From an optimization exercise on the open Yosys and OpenROAD flow, aimed at small area; shortcuts taken in it are not production practice. Function was checked by simulation only, so behaviour that the tests miss may differ from the original. Power is estimated from default activity; no workload was simulated.

==> design/flow/design.v <==
`default_nettype none
module calculator (input CLOCK_50,
                   input RESET,
                   input KEYPRESSED,
                   input [3:0] KEYCODE,
                   input [3:0] KEY,
                   output [0:6] HEX0, HEX1, HEX2, HEX3, HEX4, HEX5, HEX6, HEX7
                   );
	wire clk = CLOCK_50;
	wire rst = RESET;
	localparam S_START = 3'd0, S_OPA = 3'd1, S_OPAN = 3'd2, S_OPRND = 3'd3,
	           S_OPB = 3'd4, S_OPBN = 3'd5, S_RES = 3'd6;
	localparam P_IDLE = 2'd0, P_COMP = 2'd1, P_FIX = 2'd2, P_EMIT = 2'd3;
	reg        kp_l;
	reg [3:0]  key_l;
	reg [2:0]  state;
	reg [31:0] X;
	reg [12:0] Y;
	reg [15:0] R;
	reg [12:0] mem;
	reg [1:0]  op;
	reg [1:0]  ph;
	reg [2:0]  cnt;
	reg        neg, adj;
	wire ks   = KEYPRESSED & ~kp_l;
	wire [3:0] pb = key_l & ~KEY;
	wire dig  = ks & (KEYCODE < 4'd10);
	wire rin  = ks & (KEYCODE == 4'd10);
	wire exin = ks & (KEYCODE == 4'd11);
	wire opin = ks & (KEYCODE > 4'd11);
	wire sub  = ks & (KEYCODE == 4'd14);
	wire bk = pb[0], ms = pb[1], mr = pb[2], mc = pb[3];
	always @(posedge clk) begin
		kp_l  <= KEYPRESSED;
		key_l <= KEY;
	end
	reg [2:0] nstate;
	always @(*) begin
		nstate = state;
		case (state)
			S_START: begin
				if (sub) nstate = S_OPAN;
				if (dig | mr) nstate = S_OPA;
			end
			S_OPA: begin
				if (opin) nstate = S_OPRND;
				if (rin) nstate = S_START;
			end
			S_OPAN: begin
				if (sub | bk) nstate = S_START;
				if (dig | mr) nstate = S_OPA;
				if (rin) nstate = S_START;
			end
			S_OPRND: begin
				if (sub) nstate = S_OPBN;
				if (dig) nstate = S_OPB;
				if (rin) nstate = S_START;
			end
			S_OPB: begin
				if (exin) nstate = S_RES;
				if (rin) nstate = S_START;
			end
			S_OPBN: begin
				if (sub | bk) nstate = S_OPRND;
				if (dig | mr) nstate = S_OPB;
				if (rin) nstate = S_START;
			end
			S_RES: begin
				if (rin) nstate = S_START;
			end
			default: ;
		endcase
	end
	always @(posedge clk)
		state <= rst ? S_START : nstate;
	wire st_start = state == S_START;
	wire st_opa   = state == S_OPA;
	wire st_opan  = state == S_OPAN;
	wire st_oprnd = state == S_OPRND;
	wire st_opb   = state == S_OPB;
	wire st_opbn  = state == S_OPBN;
	wire st_res   = state == S_RES;
	wire x_mem   = mr & (st_start | st_opa | st_opan | st_opb | st_opbn);
	wire x_bksp  = ((st_opa | st_opb) & bk) | ((st_opan | st_opbn) & (sub | bk));
	wire x_load  = (st_start & (sub | dig) & ~mr) | ((st_opa | st_opb | st_opan | st_opbn) & dig)
	             | (st_oprnd & (sub | dig));
	wire x_clear = st_start & ~mr & ~sub & ~dig;
	wire load_op = st_opa & opin;
	wire execute = st_opb & exin;
	function [3:0] cln;         
		input [3:0] d;
		cln = (d[3] & d[2]) ? 4'd0 : d;
	endfunction
	function [3:0] n9;          
		input [3:0] d;
		n9 = 4'd9 - d;
	endfunction
	function [4:0] bcdadd;      
		input [3:0] a, b;
		input c;
		reg [4:0] s;
		begin
			s = a + b + c;
			if (s > 5'd9) bcdadd = {1'b1, s[3:0] + 4'd6};
			else          bcdadd = {1'b0, s[3:0]};
		end
	endfunction
	function [3:0] inc10;
		input [3:0] d;
		inc10 = (d == 4'd9) ? 4'd0 : d + 4'd1;
	endfunction
	wire [3:0] L0 = Y[3:0], L1 = Y[7:4], L2 = Y[11:8];
	wire [11:0] M = {cln(X[11:8]), cln(X[7:4]), cln(X[3:0])};
	wire sa = Y[12] | (L2 == 4'hE) | (L1 == 4'hE) | (L0 == 4'hE);
	wire sb = (X[15:12] == 4'hE) | (X[11:8] == 4'hE) | (X[7:4] == 4'hE) | (X[3:0] == 4'hE);
	wire bzero = (M == 12'd0);
	wire [1:0] eop = execute ? (op[1] ? {1'b1, op[0] & ~bzero} : {1'b0, sa ^ sb ^ op[0]}) : op;
	wire comp  = execute | (ph == P_COMP);
	wire fix   = (ph == P_FIX);
	wire mulm  = (eop == 2'b10);
	wire divm  = (eop == 2'b11);
	wire effsub = ~eop[1] & eop[0];
	wire subm = fix | divm | effsub;
	wire cin  = ~fix & (divm | effsub);
	wire [15:0] Mop = subm ? {4'd9, n9(M[11:8]), n9(M[7:4]), n9(M[3:0])} : {4'd0, M};
	wire [4:0] a0 = bcdadd(R[3:0],   Mop[3:0],   cin);
	wire [4:0] a1 = bcdadd(R[7:4],   Mop[7:4],   a0[4]);
	wire [4:0] a2 = bcdadd(R[11:8],  Mop[11:8],  a1[4]);
	wire [4:0] a3 = bcdadd(R[15:12], Mop[15:12], a2[4]);
	wire [15:0] sum = {a3[3:0], a2[3:0], a1[3:0], a0[3:0]};
	wire cout = a3[4];
	wire [11:0] Yinc = {(L0 == 4'd9 && L1 == 4'd9) ? L2 + 4'd1 : L2,
	                    (L0 == 4'd9) ? inc10(L1) : L1,
	                    inc10(L0)};
	wire emph = (ph == P_EMIT);
	wire seen = ~X[3] | (~X[2] & ~X[1]);
	wire c0 = (cnt == 3'd0), c3 = (cnt == 3'd3), c6 = (cnt == 3'd6);
	wire [3:0] K = X[31:28];                        
	wire Knz = (K != 4'd0);
	wire rnz = (R[11:0] != 12'd0);
	wire mul_add = comp & mulm & Knz & ~c0;
	wire div_add = comp & divm & cout;
	wire rot_c   = comp & ~mul_add & ~div_add & ~c3;
	wire fin     = comp & ~mul_add & ~div_add & c3;
	wire fin_adj = fin & divm & adj & rnz;
	wire fin_as  = fin & ~eop[1];
	wire as_neg  = fin_as & effsub & ~cout;
	wire divop = (op == 2'b11);
	wire rr    = emph & divop & c3;                       
	wire [3:0] t = (adj & (cnt[2] | c3)) ? n9(L2) : L2;
	wire tz    = (t == 4'd0);
	wire last  = (divop & (cnt == 3'd2)) | c6;
	wire ehold = emph & neg & ~seen & ~tz & ~rr;    
	wire erot  = emph & ~ehold;
	wire emitd = seen | ~tz | last;
	wire emit  = ehold | (erot & (rr | emitd));
	wire [3:0] ch = ehold ? 4'hE : rr ? 4'hA : t;
	wire [3:0] wb = emitd ? t : 4'hF;
	wire rot   = rot_c | erot;
	wire sumR  = mul_add | div_add | fin_adj | fin_as | fix;
	wire incY  = (mul_add & cout) | div_add | fin_adj;
	wire [3:0] r0src = comp ? (mulm ? 4'd0 : cln(L2)) : (cnt[2] | c3) ? 4'd0 : wb;
	always @(posedge clk) begin
		R <= ({16{sumR}} & sum) | ({16{rot}} & {R[11:0], r0src}) | ({16{~sumR & ~rot}} & R);
		if (rst)                      ph <= P_EMIT;    
		else if (execute)             ph <= P_COMP;
		else if (fin_adj | as_neg)    ph <= P_FIX;
		else if (fin | fix)           ph <= P_EMIT;
		else if (erot & c6)           ph <= P_IDLE;
		if (rst | fin | (erot & c6))  cnt <= 3'd0;
		else if (rot)                 cnt <= cnt + 3'd1;
		if (rst)                      neg <= 1'b0;
		else if (execute)             neg <= op[1] ? (sa ^ sb) : sa;
		else if (as_neg)              neg <= ~neg;
		else if (ehold | rr)          neg <= 1'b0;
		if (execute)                  adj <= divm & sa;
		else if (fin & divm)          adj <= adj & rnz;
		else if (as_neg)              adj <= 1'b1;
		else if (erot & c6)           adj <= 1'b0;
		if (load_op)                  op <= ~KEYCODE[1:0];
		else if (execute)             op <= eop;
	end
	wire ldm  = x_mem & ~execute;
	wire shr  = x_bksp & ~x_mem & ~execute;
	wire shl  = x_load & ~x_mem & ~x_bksp;
	wire clrX = rst | x_clear | load_op | fin;
	wire x2e  = (X[11:8] == 4'hE);
	wire shlo = shl | emit;                         
	wire sh3  = (shl & x2e) | emit;                 
	wire hold_lo = ~ldm & ~shr & ~shlo;
	wire hold_3  = ~ldm & ~shr & ~sh3;
	wire [3:0] ins = emit ? ch : KEYCODE;
	wire [15:0] xpre =
		  ({16{ldm}} & {3'b111, ~mem[12], mem[11:0]})
		| ({16{shr}} & {4'hF, X[15:4]})
		| ({{4{sh3}}, {12{shlo}}} & {X[11:0], ins})
		| ({{4{hold_3}}, {12{hold_lo}}} & X[15:0]);
	always @(posedge clk) begin
		if (clrX) X <= 32'hFFFFFFFF;
		else begin
			if (emit)         X[31:16] <= X[27:12];
			else if (rot_c)   X[31:28] <= cln(L2);
			else if (mul_add) X[31:28] <= K - 4'd1;
			X[15:0] <= xpre;
		end
		if (load_op)    Y <= {~xpre[12], xpre[11:0]};
		else if (incY)  Y[11:0] <= Yinc;
		else if (rot)   Y[11:0] <= {Y[7:0], R[15:12]};
		if (rst | mc) mem <= 13'h0FF0;
		else if (ms)  mem <= memd;
	end
	wire mres = st_res & ~divop;
	wire mdiv = st_res & divop;
	wire [11:0] mx = {X[11:9], X[8] | (mres & X[11] & X[10] & X[9]),
	                  X[7:5],  X[4] | (mres & X[7] & X[6] & X[5]),
	                  X[3:1],  X[0] | (mres & X[3] & X[2] & X[1])};
	wire [12:0] memd = {~X[12] & ~st_res, ({12{mdiv}} & Y[11:0]) | ({12{~mdiv}} & mx)};
	function [0:6] seg;
		input [3:0] s;
		begin
			seg[0] = (s[2] & ~s[1] & ~s[0]) | (s[3] & s[1]) | (~s[3] & ~s[2] & ~s[1] & s[0]);
			seg[1] = (s[2] & ~s[1] & s[0]) | (s[2] & s[1] & ~s[0]) | (s[3] & s[1]);
			seg[2] = (~s[2] & s[1] & ~s[0]) | (s[3] & s[1]);
			seg[3] = (~s[2] & ~s[1] & s[0]) | (s[2] & ~s[1] & ~s[0]) | (s[2] & s[1] & s[0]) | (s[3] & s[1]);
			seg[4] = s[0] | (s[2] & ~s[1]) | (s[3] & s[2]);
			seg[5] = (s[1] & s[0]) | (~s[2] & s[1]) | (s[3] & s[1]) | (~s[3] & ~s[2] & s[0]);
			seg[6] = (s[2] & s[1] & s[0]) | (~s[3] & ~s[2] & ~s[1]);
		end
	endfunction
	assign HEX0 = seg(X[3:0]);
	assign HEX1 = seg(X[7:4]);
	assign HEX2 = seg(X[11:8]);
	assign HEX3 = seg(X[15:12]);
	function [0:6] segnr;
		input [3:0] s;
		begin
			segnr[0] = (s[2] & ~s[1] & ~s[0]) | (s[3] & s[1]) | (~s[3] & ~s[2] & ~s[1] & s[0]);
			segnr[1] = ~((~s[1] & ~s[0]) | ~s[2] | (~s[3] & s[1] & s[0]));
			segnr[2] = (~s[2] & s[1] & ~s[0]) | (s[3] & s[1]);
			segnr[3] = ~((~s[2] & ~s[0]) | (~s[2] & s[1]) | (s[2] & ~s[1] & s[0]) | (~s[3] & s[1] & ~s[0]));
			segnr[4] = ~((~s[2] & ~s[0]) | (~s[3] & s[1] & ~s[0]));
			segnr[5] = (s[1] & s[0]) | (~s[2] & s[1]) | (s[3] & s[1]) | (~s[3] & ~s[2] & s[0]);
			segnr[6] = (s[2] & s[1] & s[0]) | (~s[3] & ~s[2] & ~s[1]);
		end
	endfunction
	assign HEX4 = segnr(X[19:16]);
	assign HEX5 = segnr(X[23:20]);
	assign HEX6 = segnr(X[27:24]);
	assign HEX7 = {6'b111111, X[28]};
endmodule
==> design/flow/flow/run.sh <==
#!/bin/bash
# The standard layout (standard.sh), with these changes:
#  - synthesis maps the logic with an area-oriented ABC script (flow/abc_area.script)
#    instead of ORFS's; everything else in synthesis is unchanged, so the registers are
#    the standard synthesis's;
#  - synthesis leaves adders to ABC instead of mapping them to half/full adder cells
#    first (ADDER_MAP_FILE empty);
#  - the ports are buffered with the smallest buffer cell (buf_1);
#  - clock tree synthesis adds no dummy loads.
set -euo pipefail
here=$(pwd)
rm -rf "$here/orfs_scripts"
cp -r "$FLOW_HOME/scripts" "$here/orfs_scripts"
cp "$here/flow/abc_area.script" "$here/orfs_scripts/abc_area.script"
export SCRIPTS_DIR="$here/orfs_scripts"
export ADDER_MAP_FILE=
export BUFFER_PORTS_ARGS="-buffer_cell sky130_fd_sc_hd__buf_1"
export CTS_ARGS="-sink_clustering_enable -repair_clock_nets -buf_list sky130_fd_sc_hd__clkbuf_8 -dont_use_dummy_load"
bash standard.sh > "$here/standard_flow.log" 2>&1
==> design/flow/flow/abc_area.script <==
strash
dch -f
amap
&get -n
&deepsyn -I 4 -T 40
&put
dch -f
amap
topo
==> design/flow/standard.sh <==
#!/bin/bash
# synth_recipe.tcl (not shown) runs the flow's synth.tcl, then flattens the netlist and writes it again
# the make line also repeats each setting of config.mk as NAME=value (left out here)
make -C /OpenROAD-flow-scripts/flow DESIGN_CONFIG=/design/flow/config.mk WORK_HOME=/design/flow/orfs CLKGATE_MAP_FILE= SYNTH_SCRIPT=/design/flow/synth_recipe.tcl "${@:-finish}"
==> design/flow/config.mk <==
export PLATFORM = sky130hd
export DESIGN_NAME = calculator
export DESIGN_NICKNAME = calculator
export VERILOG_FILES = /design/flow/design.v
export SDC_FILE = /design/flow/constraint.sdc
export NUM_CORES = 4
export LEC_CHECK = 0
export ABC_AREA = 1
export CAP_MARGIN = 20
export CORE_MARGIN = 2
export CORE_UTILIZATION = 40
export CTS_BUF_LIST = sky130_fd_sc_hd__clkbuf_8
export GPL_TIMING_DRIVEN = 0
export SLEW_MARGIN = 20
==> design/flow/constraint.sdc <==
create_clock -name core_clock -period 50.0 [get_ports {CLOCK_50}]
set_input_delay 10.0000 -clock core_clock [delete_from_list [all_inputs] [get_ports {CLOCK_50}]]
set_output_delay 10.0000 -clock core_clock [all_outputs]
set_load 0.01 [all_outputs]
==> qor.csv, run 1 <==
stage,metric,value,unit
critical_path,crit_top_cell,clkinv_1,
floorplan,die_x,125,um
floorplan,core_area,14400,sq um
pwr,irDropWorstVdd,0.0135,mV
drt,drc,0,
logic_synthesis,synth-edff-count,16,
worst_hold_path,hold_path_end,mem[1],
drt,routed_via_density,5.76,
global_routing,grt_pass1_wl,30.4,mm
placement,port_buffers,60,
floorplan,dieHeight,125,um
floorplan,io_pins,67,
cells_and_area,nFillCells,1570,
clock_tree,clkTransAtPathRegs,0.09,ns
worst_hold_path,hp-class,flop to flop,
critical_path,crit_slowest_cell,nor3_1,
logic_synthesis,syn_area_per_cell,6.89,sq um
logic_synthesis,synthCells,849,
drt,wl_per_cell,17.2,um
sta,setup_viol,0,
clock_tree,clkLatencyLatePin,0.39,ns
global_routing,grt_max_degree,19,
floorplan,start_util,40.5,%
cells_and_area,multi_input_area,3370,sq um
clock_tree,cts_tree,done,
placement,gp_congestion,0.941,
drt,final_antenna_net_count,0,
cells_and_area,syn2layout_area_growth,10.8,%
pwr,p_per_area,47.1,nW/um^2
sta,whs,0.471,ns
cells_and_area,fin_area,6480,sq um
drt,drt_wl_total,19.0,mm
sta,final-max-slew-violation-count,0,
cells_and_area,antenna_cells,0,
clock_tree,root_buffer,clkbuf_8,
global_routing,grt_pass1_vias,5760,
critical_path,critPathRequiredTime,50.27,ns
logic_synthesis,syn_area,5850,sq um
job,cap_violations,0,
logic_synthesis,ys_async_sr_fraction,0,%
clock_tree,cts_buffer_depth,2,
sta,fin_crit_sh,44.1,%
critical_path,cp-end-kind,flop,
logic_synthesis,synth_cell_types,45,
global_routing,antenna_found_initial,0,
placement,dp_cells,1100,
drt,drt_iter0_drc,689,
logic_synthesis,synth-seq-cells,91,
sta,relSlewSlack,24.6,%
clock_tree,cts_buffers,9,
sta,tightest_slew,1.13,ns
global_routing,grt_use_total,24.4,%
placement,hpwl,14.6,mm
cells_and_area,seqCellArea,1980,sq um
critical_path,cp.depth,53,
sta,fin_skew,0.0174,ns
worst_hold_path,whs_path_depth,2,
cells_and_area,nets,938,
clock_tree,cts_setup_buffers,0,
critical_path,slowest_delay,0.74,ns
clock_tree,cts_hold_buf,0,
critical_path,cp-start-kind,input pin,
worst_hold_path,min-delay-start,mem[1],
run_status,status,finished clean,
placement,post_dp_cell_area,6350,sq um
clock_tree,cts_sinks,91,
critical_path,rr_startpoint,state[0],
floorplan,dieArea,15600,sq um
logic_synthesis,yosys_warnings,1,
critical_path,cp_num_buf_inv,12,
logic_synthesis,ys_seq_area_share,33.9,%
critical_path,rrSetupSlack,37.33,ns
pwr,leakage,0.00223,uW
critical_path,critical-path-top-delay-family,simple AND/OR/NAND/NOR gates,
sta,finalHoldViolations,0,
critical_path,crit_type,input pin to flop,
drt,drt-pass1-iter-count,5,
drt,via_count,6384,
cells_and_area,layout.cells.non_filler,1109,
global_routing,grt-ovfl-total,0,
cells_and_area,layout-drive-gt1-share,2.27,%
floorplan,fp-row-count,44,
critical_path,crit_arrival,22.32,ns
critical_path,reg2reg_depth,52,
sta,min_period,22.05,ns
sta,rsz0062_at_grt,no,
critical_path,crit_fanout,14,
cells_and_area,fin_util,44.9,%
sta,setup_tns,0,ns
logic_synthesis,ys.flop_type,dfxtp_1,
sta,max_freq,0.0454,GHz
clock_tree,htreeDepth,3,
critical_path,reg2reg_to,R[13],
clock_tree,cts.repair.resized,0,
-- Yosys cell counts, drive strengths merged (11+ instances only) --
cell | n | area, sq um
nor3 | 30 | 150
a21oi | 59 | 295
a221oi | 11 | 96.3
o21ai | 67 | 335
o221ai | 16 | 140
nand3 | 21 | 105
a22oi | 11 | 82.6
nand2 | 58 | 218
dfxtp | 75 | 1500
clkinv | 126 | 473
edfxtp | 16 | 480
nor2 | 188 | 706
or2 | 23 | 144
o22a | 20 | 175
o22ai | 23 | 144
-- flip-flops by register name, indices dropped and copies added (netlist names) --
name,count
R,16
X,32
Y,13
adj,1
cnt,3
key_l,4
kp_l,1
mem,13
neg,1
op,2
ph,2
state,3
-- power by group --
group	leakage [uW]	internal, uW	total (uW)	switching (uW)
clock	0.0000647	16.2	41.8	25.6
sequential	0.000779	91.9	113	20.7
combinational	0.00138	50.8	151	99.9
total	0.00223	159	305	146
-- worst register-to-register path, delay by kind of cell (launching register included) --
family                 cells  cell delay (ns)
buffers and inverters     11             2.73
AOI/OAI and AO/OA         21             4.60
and+or+nand+nor           20             4.88
DFF                        1             0.38
-- placed cells by master, fill, tap and decap left out, types with 2 or more instances in the layout --
| master | instances |
|---|---|
| nor2_1 | 188 |
| clkinv_1 | 126 |
| dfxtp_1 | 75 |
| o21ai_0 | 67 |
| buf_1 | 60 |
| a21oi_1 | 59 |
| nand2_1 | 58 |
| nor3_1 | 29 |
| or2_0 | 23 |
| o22ai_1 | 23 |
| nand3_1 | 21 |
| o22a_1 | 20 |
| edfxtp_1 | 16 |
| o221ai_1 | 16 |
| a22oi_1 | 11 |
| a221oi_1 | 11 |
| o21a_1 | 9 |
| buf_4 | 9 |
| clkbuf_8 | 9 |
| a31oi_1 | 8 |
| o32ai_1 | 8 |
| a222oi_1 | 8 |
| a211oi_1 | 8 |
| or3_1 | 7 |
| nand4_1 | 6 |
| o31ai_1 | 6 |
| nor2b_1 | 6 |
| conb_1 | 6 |
| nand2b_1 | 5 |
| nor3b_1 | 2 |
| nor4_1 | 2 |
| o221a_1 | 2 |
| o32a_1 | 2 |
| o311a_1 | 2 |
| o21bai_1 | 2 |
-- stage by stage --
step	total power, uW	setup WS (ns)
after floorplan	218	30.80
after global routing	331	26.38
final	305	27.95
after CTS	303	28.21
after detailed placement	261	27.83
after global placement	261	27.76
-- cell type report --
class / instances / share of cell area [%]
clock buffer: 9 / 1.91
tap: 184 / 3.55
sequential: 91 / 30.6
buffer: 7 / 0.811
inverter: 126 / 7.30
timing repair buffer: 62 / 3.71
multi-input combinational: 630 / 52.1
-- cells by family (layout without fill, tap and decap cells) --
kind of cell	count (synthesis)	after routing	share of synthesized area [%]
other	1	6	0.0642
AOI/OAI and AO/OA	271	271	30.8
and+or+nand+nor	353	353	26.3
DFF	91	91	33.9
buffers and inverters	133	204	8.99
-- routing by layer --
metal | share of wire (%) | routed length, um | vias to the layer above | track usage [%]
li1 | - | - | 3207 | -
met1 | 45 | 8610 | 2864 | 34.3
met2 | 44 | 8370 | 290 | 38.0
met3 | 9.0 | 1720 | 23 | 4.68
met4 | 1.8 | 351 | 0 | 7.71
met5 | 0 | 0 | - | 0
-- worst max-delay path by stage --
stage                     endpoint       start  slack, ns
final                        R[13]  KEYCODE[3]      27.95
after global routing         R[13]  KEYCODE[3]      26.38
after CTS                    R[13]  KEYCODE[3]      28.21
after detailed placement     R[13]  KEYCODE[3]      27.83
after global placement       R[14]  KEYCODE[3]      27.76
after floorplan              R[13]  KEYCODE[3]      30.80
==> run 2: changes to the inputs <==
==> design/flow/flow/abc_area.script (replaced) <==
strash
dch -f
amap
&get -n
&deepsyn -T 150
&put
dch -f
amap
topo
==> run 2 against run 1 <==
  * Global-route usage decreased by 1.4 points
  * Combinational power is 8% lower
  * Fmax is 3.8% higher
  * Largest cell class unchanged
==> qor.csv, run 2 <==
stage,metric,value,unit,change
critical_path,slowest_delay,0.79,ns,+0.05 ns
critical_path,critPathRequiredTime,50.27,ns,about the same
critical_path,cp-start-kind,input pin,,
worst_hold_path,whs_path_depth,2,,unchanged
floorplan,dieArea,15600,sq um,-0.10%
drt,drc,0,,unchanged
floorplan,dieHeight,125,um,about the same
placement,preCtsSetupSlack,28.56,ns,+0.725 ns
drt,final_antenna_net_count,0,,unchanged
logic_synthesis,synth_top_area_cell,dfxtp_1,,
clock_tree,clkLatencyLatePin,0.40,ns,about the same
logic_synthesis,ys.flop_type,dfxtp_1,,
floorplan,fp-row-count,44,,unchanged
logic_synthesis,synth.most_common_cell,nor2_1,,
global_routing,grt_use_total,23.1,%,-1.4 points
floorplan,io_pins,67,,unchanged
cells_and_area,layout_commonest_cell,nor2_1,,
global_routing,grt-ovfl-total,0,,unchanged
sta,tightest_slew,1.08,ns,-0.0511 ns
worst_hold_path,hold_path_end,mem[12],,
clock_tree,clkTransAtPathRegs,0.08,ns,about the same
clock_tree,cts_tree,done,,
placement,hpwl,14.3,mm,-2.2%
logic_synthesis,syn_area,5840,sq um,-0.11%
logic_synthesis,yosys_warnings,1,,unchanged
global_routing,grt_max_degree,18,,-1
pwr,leakage,0.00224,uW,+0.42%
cells_and_area,fin_area,6470,sq um,-0.15%
sta,max_freq,0.0471,GHz,+3.8%
clock_tree,htreeDepth,3,,unchanged
logic_synthesis,synthTopCellsByArea,"dfxtp_1 26%, nor2_1 13%, edfxtp_1 8.2%",,
cells_and_area,largest_reg_flops,32,,unchanged
sta,finalHoldViolations,0,,unchanged
critical_path,cp-end-kind,flop,,
logic_synthesis,synth-edff-count,16,,unchanged
clock_tree,cts_buffer_depth,2,,unchanged
cells_and_area,antenna_cells,0,,unchanged
run_status,status,finished clean,,
logic_synthesis,synth_cell_types,45,,unchanged
sta,setup_viol,0,,unchanged
cells_and_area,nets,949,,+1.2%
sta,relSlewSlack,28.0,%,+3.4 points
clock_tree,cts_setup_buffers,0,,unchanged
cells_and_area,final_cell_mix,"204 x nor2_1, 126 x clkinv_1, 82 x a21oi_1",,
drt,wl_per_cell,16.4,um,-4.6%
cells_and_area,largest_registers,"X: 32 flops, R: 16 flops",,
drt,via_count,6378,,-0.094%
logic_synthesis,synth-seq-cells,91,,unchanged
sta,fin_skew,0.0408,ns,+0.0234 ns
critical_path,crit_slowest_cell,or2_0,,
critical_path,crit_type,input pin to flop,,
critical_path,crit_fanout,17,,+3
global_routing,antenna_found_initial,0,,unchanged
sta,whs,0.470,ns,-0.000658 ns
clock_tree,cts_hold_buf,0,,unchanged
critical_path,rr_startpoint,X[10],,
clock_tree,cts_buffers,9,,unchanged
floorplan,start_util,40.5,%,-0.043 points
drt,drt-pass1-iter-count,5,,unchanged
logic_synthesis,netlist_top_cells_count,"204 x nor2_1, 126 x clkinv_1, 82 x a21oi_1",,
pwr,p_per_area,44.8,nW/um^2,-4.9%
pwr,irDropWorstVdd,0.0177,mV,+31%
clock_tree,cts.repair.resized,0,,unchanged
sta,setup_tns,0,ns,unchanged
clock_tree,root_buffer,clkbuf_8,,
logic_synthesis,ys_async_sr_fraction,0,%,unchanged
worst_hold_path,min-delay-start,mem[12],,
critical_path,crit_arrival,21.51,ns,-0.81 ns
critical_path,reg2reg_to,X[30],,
placement,gp_congestion,0.944,,+0.25%
cells_and_area,layout-drive-gt1-share,2.24,%,-0.027 points
logic_synthesis,ys_seq_area_share,33.9,%,+0.036 points
critical_path,crit_top_cell,nor2_1,,
logic_synthesis,syn_area_per_cell,6.80,sq um,-1.3%
drt,routed_via_density,5.69,,-1.1%
global_routing,grt_pass1_wl,29.1,mm,-4.3%
drt,drt_iter0_drc,482,,-30%
global_routing,grt_pass1_vias,5622,,-2.4%
pwr,power,290,uW,-5.0%
sta,rsz0062_at_grt,no,,
sta,postLayoutSetupSlackWorst,28.76,ns,+0.806 ns
placement,post_dp_cell_area,6340,sq um,-0.16%
critical_path,reg2reg_depth,44,,-15%
floorplan,core_area,14400,sq um,unchanged
sta,final-max-slew-violation-count,0,,unchanged
cells_and_area,syn2layout_area_growth,10.7,%,about the same
clock_tree,cts_sinks,91,,unchanged
logic_synthesis,synth_top_area_share,25.7,%,+0.028 points
placement,port_buffers,60,,unchanged
critical_path,rrSetupSlack,37.98,ns,+0.65 ns
sta,min_period,21.24,ns,-0.806 ns
sta,fin_crit_sh,42.5,%,-1.6 points
job,cap_violations,0,,unchanged
logic_synthesis,synthCells,859,,+1.2%
cells_and_area,top_register,X,,
floorplan,die_x,125,um,about the same
drt,drt_wl_total,18.3,mm,-3.7%
worst_hold_path,hp-class,flop to flop,,
-- run 2: cell families (layout without fill, tap and decap cells) --
family,after synthesis,in the layout,synth area share (%)
AOI/OAI and AO/OA,281,281,30.7
buffers and inverters,133,205,9.00
DFF,91,91,33.9
and+or+nand+nor,352,352,26.1
other,1,6,0.0642
xor gates and xnor gates,1,1,0.150
-- run 2: per-stage QoR --
step	utilization [%]	instances
final	44.8	1120
after global routing	44.8	1120
after CTS	44.8	1120
after detailed placement	44.0	1111
after global placement	43.8	1108
after floorplan	-	864
-- run 2: worst max path at each step --
stage	startpoint	endpoint	slack [ns]	depth (start not counted)
after detailed placement	KEYPRESSED	X[30]	28.56	44
after global placement	KEYPRESSED	R[9]	24.83	40
after global routing	KEYPRESSED	X[31]	27.37	44
after floorplan	KEYPRESSED	R[15]	30.17	40
final	KEYPRESSED	X[30]	28.76	44
after CTS	KEYPRESSED	X[30]	28.91	44
-- run 2: report_power, final --
group / leakage, uW / switching (uW) / internal, uW / total, uW
combinational: 0.00139 / 93.6 / 45.8 / 139
clock: 0.0000647 / 25.4 / 16.2 / 41.5
sequential: 0.000783 / 17.1 / 91.7 / 109
total: 0.00224 / 136 / 154 / 290
-- run 2: worst max-delay path: cells and delay by family --
kind	cells	cell delay, ns
buffers and inverters	6	1.37
AND/OR/NAND/NOR	25	6.64
AO/OA/AOI/OAI	13	3.48
-- run 2: final cells by class --
| class | instances | area (sq um) |
|---|---|---|
| plain buffers | 7 | 52.6 |
| fillers | 1545 | 7960 |
| inverters | 126 | 473 |
| flip-flops and latches | 91 | 1980 |
| clock buffers | 9 | 124 |
| well taps | 184 | 230 |
| repair buffers | 63 | 243 |
| multi-input cells | 640 | 3360 |
-- run 2: layer usage --
metal / GRT usage (%) / vias up / part of all wire (%)
met5: 0 / - / 0
met4: 9.35 / 0 / 2.4
met3: 2.79 / 34 / 5.6
met2: 35.9 / 220 / 45
met1: 32.5 / 2905 / 47
li1: - / 3219 / -

## re-timing with driven ports
The flow's constraints put no driver on any port. The routed layouts listed below were extracted and timed again, unchanged, in two steps.
Step 1: set_driving_cell puts a clkbuf_16 on CLOCK_50 and a buf_2 on each other input, an assumption about the parent block.
Step 2 adds t to the input delays and takes it off the output delays; t is the mean of the earliest and latest rising clock arrival at the registers after step 1. Input paths then give back, and output paths get back, about the clock's delay inside the block.
Three values: no drivers, after step 1, after step 2; two values: the first two.
run	t (ns)	slack for setup (ns)	slew at the worst register clock pin (ns)
run 1	0.417	27.950 / 27.963 / 27.546	0.09 / 0.09
run 2	0.413	28.756 / 28.770 / 28.357	0.11 / 0.11
After both steps every run listed still meets setup and hold. The setup slack of run 1, which loses most, moves by +0.013 ns with the drivers and by -0.404 ns with both steps.
